From an optimization exercise on the open Yosys and OpenROAD flow, aimed at small area; shortcuts taken in it are not production practice. At most, simulation tests tie the RTL to the original design; equivalence was not proved. No driver is modelled on the clock port, so clocking that relies on it looks cheaper here than on a real chip.

// fir_12bit
module fir_12bit(
  input clk,
  input rst,
  input wire signed [11:0] signal_in,
  output wire signed [11:0] signal_out
);
Size in the first run: about 810 flip-flops, ~50000 um2 of cells after synthesis.
==> flow/config.mk <==
export PLATFORM = sky130hd
export DESIGN_NAME = fir_12bit
export DESIGN_NICKNAME = fir_12bit
export VERILOG_FILES = /design/flow/design.v
export SDC_FILE = /design/flow/constraint.sdc
export NUM_CORES = 4
export LEC_CHECK = 0
export CAP_MARGIN = 20
export CORE_MARGIN = 2
export CORE_UTILIZATION = 40
export CTS_BUF_LIST = sky130_fd_sc_hd__clkbuf_8
export CTS_CLUSTER_DIAMETER = 90
export CTS_CLUSTER_SIZE = 16
export GPL_TIMING_DRIVEN = 0
export HOLD_SLACK_MARGIN = 0.05
export PLACE_DENSITY = 0.7
export SETUP_SLACK_MARGIN = 0.05
export SLEW_MARGIN = 20
export SYNTH_HIERARCHICAL = 1
==> flow/constraint.sdc <==
create_clock -name core_clock -period 12.0 [get_ports {clk}]
set_input_delay 2.4000 -clock core_clock [delete_from_list [all_inputs] [get_ports {clk}]]
set_output_delay 2.4000 -clock core_clock [all_outputs]
set_load 0.01 [all_outputs]
standard.sh (not shown) runs the stock make flow with config.mk's settings and CLKGATE_MAP_FILE= SYNTH_SCRIPT=/design/flow/synth_recipe.tcl, a recipe that flattens the netlist after the stock synthesis.
==> flow/flow/run.sh <==
#!/bin/bash
# The standard layout, with one change after clock-tree synthesis (flow/skew.tcl):
# the clock of the carry-save result registers q* is delayed by a short buffer
# chain, giving the adder tree that feeds them more time (useful skew between
# registers inside the design). Timing repair then runs after global routing.
set -euo pipefail
export SKIP_CTS_REPAIR_TIMING=1
# no setup repair on the unplaced netlist (the skew is added after CTS)
export REMOVE_ABC_BUFFERS=1
export POST_CTS_TCL="$PWD/flow/skew.tcl"
bash standard.sh > standard.log 2>&1
==> flow/flow/skew.tcl <==
# Useful skew (run after CTS): the registers q* capture the adder tree's
# carry-save result and only feed the output adder, which has ample slack.
# Each group of q* registers on one clock leaf net gets its clock through a
# chain of delay buffers placed at the group's centroid.
set db [ord::get_db]
set block [ord::get_db_block]
# three delay buffers, then a clock buffer to drive the registers with a sharp edge
set chain [list sky130_fd_sc_hd__clkdlybuf4s50_1 sky130_fd_sc_hd__clkdlybuf4s50_1 sky130_fd_sc_hd__clkdlybuf4s50_1 sky130_fd_sc_hd__clkbuf_4]
set groups [dict create]
foreach inst [$block getInsts] {
  if {[regexp {^q[0-9]+\$_DFF} [$inst getName]]} {
    set net [[$inst findITerm CLK] getNet]
    dict lappend groups [$net getName] $inst
  }
}
set idx 0
dict for {netname insts} $groups {
  set net [$block findNet $netname]
  set sx 0
  set sy 0
  foreach inst $insts {
    set loc [$inst getLocation]
    set sx [expr {$sx + [lindex $loc 0]}]
    set sy [expr {$sy + [lindex $loc 1]}]
  }
  set n [llength $insts]
  set cx [expr {$sx / $n}]
  set cy [expr {$sy / $n}]
  set prev $net
  set s 0
  foreach cell $chain {
    set buf [odb::dbInst_create $block [$db findMaster $cell] "skew_dly_${idx}_${s}"]
    set out [odb::dbNet_create $block "skew_clk_${idx}_${s}"]
    $out setSigType CLOCK
    [$buf findITerm A] connect $prev
    [$buf findITerm X] connect $out
    $buf setLocation $cx $cy
    $buf setPlacementStatus PLACED
    set prev $out
    incr s
  }
  foreach inst $insts {
    set it [$inst findITerm CLK]
    $it disconnect
    $it connect $prev
  }
  puts "skew: group $idx on $netname: [llength $insts] registers"
  incr idx
}
global_connect
detailed_placement
check_placement -verbose
estimate_parasitics -placement
report_clock_skew
report_worst_slack -max
report_worst_slack -min
The starting point produced a layout that fails on hold timing.
==> next run, changes <==
--- a/flow/config.mk
+++ b/flow/config.mk
@@ -14,3 +14,3 @@
 export GPL_TIMING_DRIVEN = 0
-export HOLD_SLACK_MARGIN = 0.05
+export HOLD_SLACK_MARGIN = 0.15
 export PLACE_DENSITY = 0.7
Now the flow finished with timing, DRC and antenna clean.
Routed wire length hardly moves.
Area after synthesis stays the same.
Design area hardly moves.
Clock skew rose by 4.0 ps.
Function was not checked in any run of this note: the RTL went through the layout flow alone.


## run Z
Another version of the RTL of fir_12bit (not shown whole).
Size: about 2800 cells after synthesis, about 51000 sq um of cells after synthesis.
==> flow/config.mk <==
export PLATFORM = sky130hd
export DESIGN_NAME = fir_12bit
export DESIGN_NICKNAME = fir_12bit
export VERILOG_FILES = /design/flow/design.v
export SDC_FILE = /design/flow/constraint.sdc
export NUM_CORES = 4
export LEC_CHECK = 0
export CAP_MARGIN = 20
export CORE_MARGIN = 2
export CORE_UTILIZATION = 40
export SLEW_MARGIN = 20
export SYNTH_HIERARCHICAL = 1
==> flow/constraint.sdc <==
create_clock -name core_clock -period 12.0 [get_ports {clk}]
set_input_delay 2.4000 -clock core_clock [delete_from_list [all_inputs] [get_ports {clk}]]
set_output_delay 2.4000 -clock core_clock [all_outputs]
set_load 0.01 [all_outputs]
run.sh (not shown) runs the stock make flow with config.mk's settings and CLKGATE_MAP_FILE= SYNTH_SCRIPT=/design/flow/synth_recipe.tcl, a recipe that flattens the netlist after the stock synthesis.
Stock flow here: none of the scripts above is used.
[inputs] run D vs run Z
Settings: CTS_BUF_LIST: unset -> sky130_fd_sc_hd__clkbuf_8; GPL_TIMING_DRIVEN: unset -> 0; CTS_CLUSTER_SIZE: unset -> 30; SETUP_SLACK_MARGIN: unset -> 0.05.
==> comparison <==
Compared with run Z, via count of the routed design in run D decreased by a few percent.
Maximum number of pins on one net before global-route repair for run D: about 38% down relative to run Z
Global placer's final weighted congestion went down slightly going from run Z to run D.
A slowest cell on the critical path of sky130_fd_sc_hd__fa_1 is what run Z shows, while sky130_fd_sc_hd__fa_2 belongs to run D.
Compared with run Z, in run D non-clock buffer count saw a decrease; count of clock-buffer cells in the layout saw an increase.


== build 90 ==
fir_12bit, a different RTL version from the one above (not shown whole).
Settings: LEC_CHECK=0, CAP_MARGIN=20, CORE_MARGIN=2, CORE_UTILIZATION=40, CTS_BUF_LIST=sky130_fd_sc_hd__clkbuf_8, CTS_CLUSTER_DIAMETER=90, CTS_CLUSTER_SIZE=16, GPL_TIMING_DRIVEN=0, PLACE_DENSITY=0.7, SETUP_SLACK_MARGIN=0.05, SLEW_MARGIN=20, SYNTH_HIERARCHICAL=1; clock period 12.0 ns.
Modified inputs, build 54 compared to build 90
Settings: PLACE_DENSITY no longer set, was 0.7; CTS_BUF_LIST now sky130_fd_sc_hd__clkbuf_16, was sky130_fd_sc_hd__clkbuf_8; SLEW_MARGIN now 5, was 20; CAP_MARGIN now 5, was 20; CTS_CLUSTER_SIZE now 25, was 16; CTS_CLUSTER_DIAMETER now 120, was 90; CORE_UTILIZATION now 55, was 40.
Notes after the runs:
- Fmax | build 54 vs build 90 | build 54 slower
- Final cell area excluding filler cells: build 54 better than build 90
- Measured against each other, build 90 and build 54 differ in total of fill cells in the finished design, the lower figure coming from build 54.
- Compared with build 90, build 54 shows clock distribution area overhead in the final layout higher by 0.40 points.
- Delta (build 54 minus build 90): utilization after layout has increased.
- Met2 wire length, build 90 and build 54: lower on build 54
- Of the two values seen for peak-usage layer in the global routing report, met2 was produced by build 90 and met1 by build 54.
- As far as fraction of the mapped netlist area in simple logic gates goes, build 54 and build 90 are indistinguishable; the numbers are identical.
[inputs] build 12 vs build 54
Settings: SLEW_MARGIN: 5 -> 20; CORE_UTILIZATION: 55 -> 40; CAP_MARGIN: 5 -> 20; CTS_BUF_LIST: sky130_fd_sc_hd__clkbuf_16 -> sky130_fd_sc_hd__clkbuf_8; CTS_CLUSTER_DIAMETER: 120 -> 90; CTS_CLUSTER_SIZE: 25 -> 16.
[summary]
Compared with build 54, placement density in the core of build 12 is lower.
On minimum hold slack: between build 12 and build 54, it ends up lower for build 54.
Worst setup path startpoint = r6[0]: build 54; worst setup path startpoint = r28[0]: build 12
Compared with build 54, in build 12 met1 usage in global routing went down 20 points, number of sequential cells in the layout held, sequential share of cell area went down 0.22 points.
Modified inputs, build 57 compared to build 12
Settings: CTS_CLUSTER_SIZE changed from 16 to 25; CTS_BUF_LIST changed from sky130_fd_sc_hd__clkbuf_8 to sky130_fd_sc_hd__clkbuf_16; CTS_CLUSTER_DIAMETER changed from 90 to 120.
## What came out
Measured against each other, build 57 and build 12 differ in post-synthesis to final-layout area growth, the lower figure coming from build 12. Against build 12, build 57 comes in 11 ps higher on least setup slack across all paths after layout. On final routed wirelength across all metal layers, build 12 tracks build 57 almost exactly. Looking at the reports, build 57 completed the entire flow and the layout it produced met the timing, DRC and antenna checks.


fir_12bit, a different RTL version from the one above (not shown whole).
Size: about 2600 cells after synthesis, about 830 flip-flops, ~26 I/O pins, roughly 52000 um^2 of cells after synthesis.
clock: 12.0 ns
lec_check: 0
cap_margin: 20
core_margin: 2
core_utilization: 40
cts_buf_list: sky130_fd_sc_hd__clkbuf_16
cts_cluster_diameter: 140
cts_cluster_size: 30
gpl_timing_driven: 0
setup_slack_margin: 0.05
slew_margin: 20
synth_hierarchical: 1
Rerun with:
Settings changed: CTS_CLUSTER_DIAMETER 140 to 120, CTS_CLUSTER_SIZE 30 to 25.
Hold slack gains 0.012 ns.
Routed wire length stays flat.
Setup slack loses 0.013 ns.
Die area stays the same.
Utilization stays flat.
Sequential share of layout area hardly moves.
Function was not checked in any run of this note: the RTL went through the layout flow alone.


v56:
fir_12bit, a different RTL version from the one above (not shown whole).
For scale: roughly 2,600 cells after synthesis, roughly 810 flip-flops, ~26 I/O pins, ~49,000 um^2 of cells after synthesis.
==> flow/config.mk <==
export PLATFORM = sky130hd
export DESIGN_NAME = fir_12bit
export DESIGN_NICKNAME = fir_12bit
export VERILOG_FILES = /design/flow/design.v
export SDC_FILE = /design/flow/constraint.sdc
export NUM_CORES = 4
export LEC_CHECK = 0
export CAP_MARGIN = 20
export CORE_MARGIN = 2
export CORE_UTILIZATION = 40
export CTS_BUF_LIST = sky130_fd_sc_hd__clkbuf_8
export CTS_CLUSTER_DIAMETER = 90
export CTS_CLUSTER_SIZE = 16
export GPL_TIMING_DRIVEN = 0
export HOLD_SLACK_MARGIN = 0.15
export PLACE_DENSITY = 0.7
export SETUP_SLACK_MARGIN = 0.05
export SLEW_MARGIN = 20
export SYNTH_HIERARCHICAL = 1
==> flow/constraint.sdc <==
create_clock -name core_clock -period 12.0 [get_ports {clk}]
set_input_delay 2.4000 -clock core_clock [delete_from_list [all_inputs] [get_ports {clk}]]
set_output_delay 2.4000 -clock core_clock [all_outputs]
set_load 0.01 [all_outputs]
standard.sh (not shown) runs the stock make flow with config.mk's settings and CLKGATE_MAP_FILE= SYNTH_SCRIPT=/design/flow/synth_recipe.tcl, a recipe that flattens the netlist after the stock synthesis.
==> flow/flow/skew.tcl <==
# Useful skew (run after CTS): the registers q* capture the adder tree's
# carry-save result and only feed the output adder, which has ample slack.
# Each group of q* registers on one clock leaf net gets its clock through a
# chain of delay buffers placed at the group's centroid.
set db [ord::get_db]
set block [ord::get_db_block]
# three delay buffers, then a clock buffer to drive the registers with a sharp edge
set chain [list sky130_fd_sc_hd__clkdlybuf4s50_1 sky130_fd_sc_hd__clkdlybuf4s50_1 sky130_fd_sc_hd__clkdlybuf4s50_1 sky130_fd_sc_hd__clkbuf_4]
set groups [dict create]
foreach inst [$block getInsts] {
  if {[regexp {^q[0-9]+\$_DFF} [$inst getName]]} {
    set net [[$inst findITerm CLK] getNet]
    dict lappend groups [$net getName] $inst
  }
}
set idx 0
dict for {netname insts} $groups {
  set net [$block findNet $netname]
  set sx 0
  set sy 0
  foreach inst $insts {
    set loc [$inst getLocation]
    set sx [expr {$sx + [lindex $loc 0]}]
    set sy [expr {$sy + [lindex $loc 1]}]
  }
  set n [llength $insts]
  set cx [expr {$sx / $n}]
  set cy [expr {$sy / $n}]
  set prev $net
  set s 0
  foreach cell $chain {
    set buf [odb::dbInst_create $block [$db findMaster $cell] "skew_dly_${idx}_${s}"]
    set out [odb::dbNet_create $block "skew_clk_${idx}_${s}"]
    $out setSigType CLOCK
    [$buf findITerm A] connect $prev
    [$buf findITerm X] connect $out
    $buf setLocation $cx $cy
    $buf setPlacementStatus PLACED
    set prev $out
    incr s
  }
  foreach inst $insts {
    set it [$inst findITerm CLK]
    $it disconnect
    $it connect $prev
  }
  puts "skew: group $idx on $netname: [llength $insts] registers"
  incr idx
}
# The port buffers need no delay cell: use a small buffer instead.
set small [$db findMaster sky130_fd_sc_hd__buf_2]
foreach inst [$block getInsts] {
  if {[regexp {^(input|output)[0-9]+$} [$inst getName]] &&
      [[$inst getMaster] getName] eq "sky130_fd_sc_hd__clkdlybuf4s50_1"} {
    $inst swapMaster $small
  }
}
# Drop the clock tree's dummy loads (cells that only load a clock net).
foreach inst [$block getInsts] {
  if {[regexp {^clkload[0-9]+$} [$inst getName]]} {
    odb::dbInst_destroy $inst
  }
}
global_connect
detailed_placement
check_placement -verbose
estimate_parasitics -placement
report_clock_skew
report_worst_slack -max
report_worst_slack -min
Scripts as last shown in full above: flow/flow/run.sh
v56 completed; timing, DRC and antenna clean
diff inputs: v56 => v8
Settings: CTS_CLUSTER_DIAMETER now 95, was 90; CTS_CLUSTER_SIZE now 18, was 16.
Between v56 and v8, the difference in wire length reported by the detailed router is negligible. Re number of enable flip-flop cells after synthesis: no difference whatsoever between v56 and v8. v8 ends up with higher routed length on met3 than v56 does. Summary: with v56 as the reference, routed metal-1 wirelength in v8 moved down slightly. Between v56 and v8, the difference in overall via count from detail_route is negligible. Growth of design area from synthesis to finish of v56 is on par with v8. Compared v8 against v56; final worst-path cycle share within noise.
## Diff of input files: v40 against v8
Settings: swapping 18 for 16 in CTS_CLUSTER_SIZE; swapping 95 for 90 in CTS_CLUSTER_DIAMETER.
--- a/flow/flow/skew.tcl
+++ b/flow/flow/skew.tcl
@@ -49,16 +49,2 @@
 }
-# The port buffers need no delay cell: use a small buffer instead.
-set small [$db findMaster sky130_fd_sc_hd__buf_2]
-foreach inst [$block getInsts] {
-  if {[regexp {^(input|output)[0-9]+$} [$inst getName]] &&
-      [[$inst getMaster] getName] eq "sky130_fd_sc_hd__clkdlybuf4s50_1"} {
-    $inst swapMaster $small
-  }
-}
-# Drop the clock tree's dummy loads (cells that only load a clock net).
-foreach inst [$block getInsts] {
-  if {[regexp {^clkload[0-9]+$} [$inst getName]]} {
-    odb::dbInst_destroy $inst
-  }
-}
 global_connect
Results
v40 vs. v8: share of cell area taken by multi-input logic gates went down by 0.38 points.
Clock skew down 0.012 ns in v40 wrt v8
Summary: summed area of non-filler cells in the final layout, v40 worse than v8
First-pass GRT wire length: v40 vs v8 — no meaningful difference
Setup changes, v40 to v58
Settings: a change of PLACE_DENSITY from 0.7 to 0.75.
--- a/flow/flow/skew.tcl
+++ b/flow/flow/skew.tcl
@@ -49,2 +49,16 @@
 }
+# The port buffers need no delay cell: use a small buffer instead.
+set small [$db findMaster sky130_fd_sc_hd__buf_2]
+foreach inst [$block getInsts] {
+  if {[regexp {^(input|output)[0-9]+$} [$inst getName]] &&
+      [[$inst getMaster] getName] eq "sky130_fd_sc_hd__clkdlybuf4s50_1"} {
+    $inst swapMaster $small
+  }
+}
+# Drop the clock tree's dummy loads (cells that only load a clock net).
+foreach inst [$block getInsts] {
+  if {[regexp {^clkload[0-9]+$} [$inst getName]]} {
+    odb::dbInst_destroy $inst
+  }
+}
 global_connect
- v58: done, clean on timing, DRC and antenna
- Reported for v40 and v58, number of cells traversed by the worst register-to-register path turned out identical to the last digit.
- v58 vs v40: total wirelength of the detailed-routed design down slightly
- v58 against v40: setup slack fell 0.065 ns; detailed placer's ending HPWL fell 1700 um.
- | number of non-filler instances in the completed layout | v58 vs v40 | ≈ equal |
- Re sum of negative setup slack: no difference whatsoever between v40 and v58.
- Against v40, v58 comes in about 0.6% lower on final design area excluding fillers.
- Final-report max-slew violation count came out exactly the same in v40 and v58.

## afterwards: timing with drivers on the ports
The results above use ideal ports. As a check the final layouts listed here were re-extracted and re-timed, cells and wires unchanged.
Step 1, drivers: a clkbuf_16 drives clk and a buf_2 each remaining input, both assumed.
Step 2, shift: input delay + t, output delay - t, t = (earliest + latest rising clock arrival at the registers) / 2. This alone moves slack from input paths to output paths.
Slacks: ideal / step 1 / step 2; pairs: ideal / step 1.
run | t (ns) | slack for setup (ns) | hold slack, ns | latest minus earliest clock arrival (ns) | worst data-port slew with drivers (ns)
the first run of note 1 | 1.623 | 0.320 / 0.320 / 0.320 | -0.017 / -0.017 / -0.017 | 1.665 / 1.664 | 0.04
the second run of note 1 | 1.625 | 0.336 / 0.336 / 0.336 | 0.070 / 0.070 / 0.070 | 1.669 / 1.669 | 0.04
run Z | 0.770 | 0.159 / 0.159 / 0.159 | 0.344 / 0.344 / 0.344 | 0.040 / 0.040 | 0.08
run D | 0.960 | 0.160 / 0.160 / 0.160 | 0.347 / 0.347 / 0.347 | 0.071 / 0.070 | 0.06
build 90 | 0.873 | 0.300 / 0.300 / 0.300 | 0.351 / 0.351 / 0.351 | 0.088 / 0.089 | 0.06
build 54 | 0.724 | 0.232 / 0.232 / 0.232 | 0.353 / 0.353 / 0.353 | 0.037 / 0.037 | 0.08
build 12 | 0.859 | 0.213 / 0.213 / 0.213 | 0.356 / 0.356 / 0.356 | 0.071 / 0.071 | 0.05
build 57 | 0.724 | 0.224 / 0.224 / 0.224 | 0.353 / 0.353 / 0.353 | 0.050 / 0.049 | 0.05
the first run of note 4 | 0.687 | 0.258 / 0.258 / 0.258 | 0.346 / 0.346 / 0.346 | 0.054 / 0.054 | 0.10
the second run of note 4 | 0.720 | 0.245 / 0.245 / 0.245 | 0.358 / 0.358 / 0.358 | 0.034 / 0.033 | 0.10
v56 | 1.545 | 0.381 / 0.381 / 0.381 | 0.178 / 0.178 / 0.178 | 1.637 / 1.637 | 0.06
v8 | 1.554 | 0.386 / 0.386 / 0.386 | 0.164 / 0.164 / 0.164 | 1.630 / 1.630 | 0.06
v40 | 1.601 | 0.374 / 0.374 / 0.374 | 0.162 / 0.162 / 0.162 | 1.619 / 1.618 | 0.06
v58 | 1.549 | 0.308 / 0.308 / 0.308 | 0.172 / 0.172 / 0.172 | 1.660 / 1.660 | 0.05
Clock arrivals are far apart in 6 of these runs, so t is only a midpoint there and step 2 fits no single register.
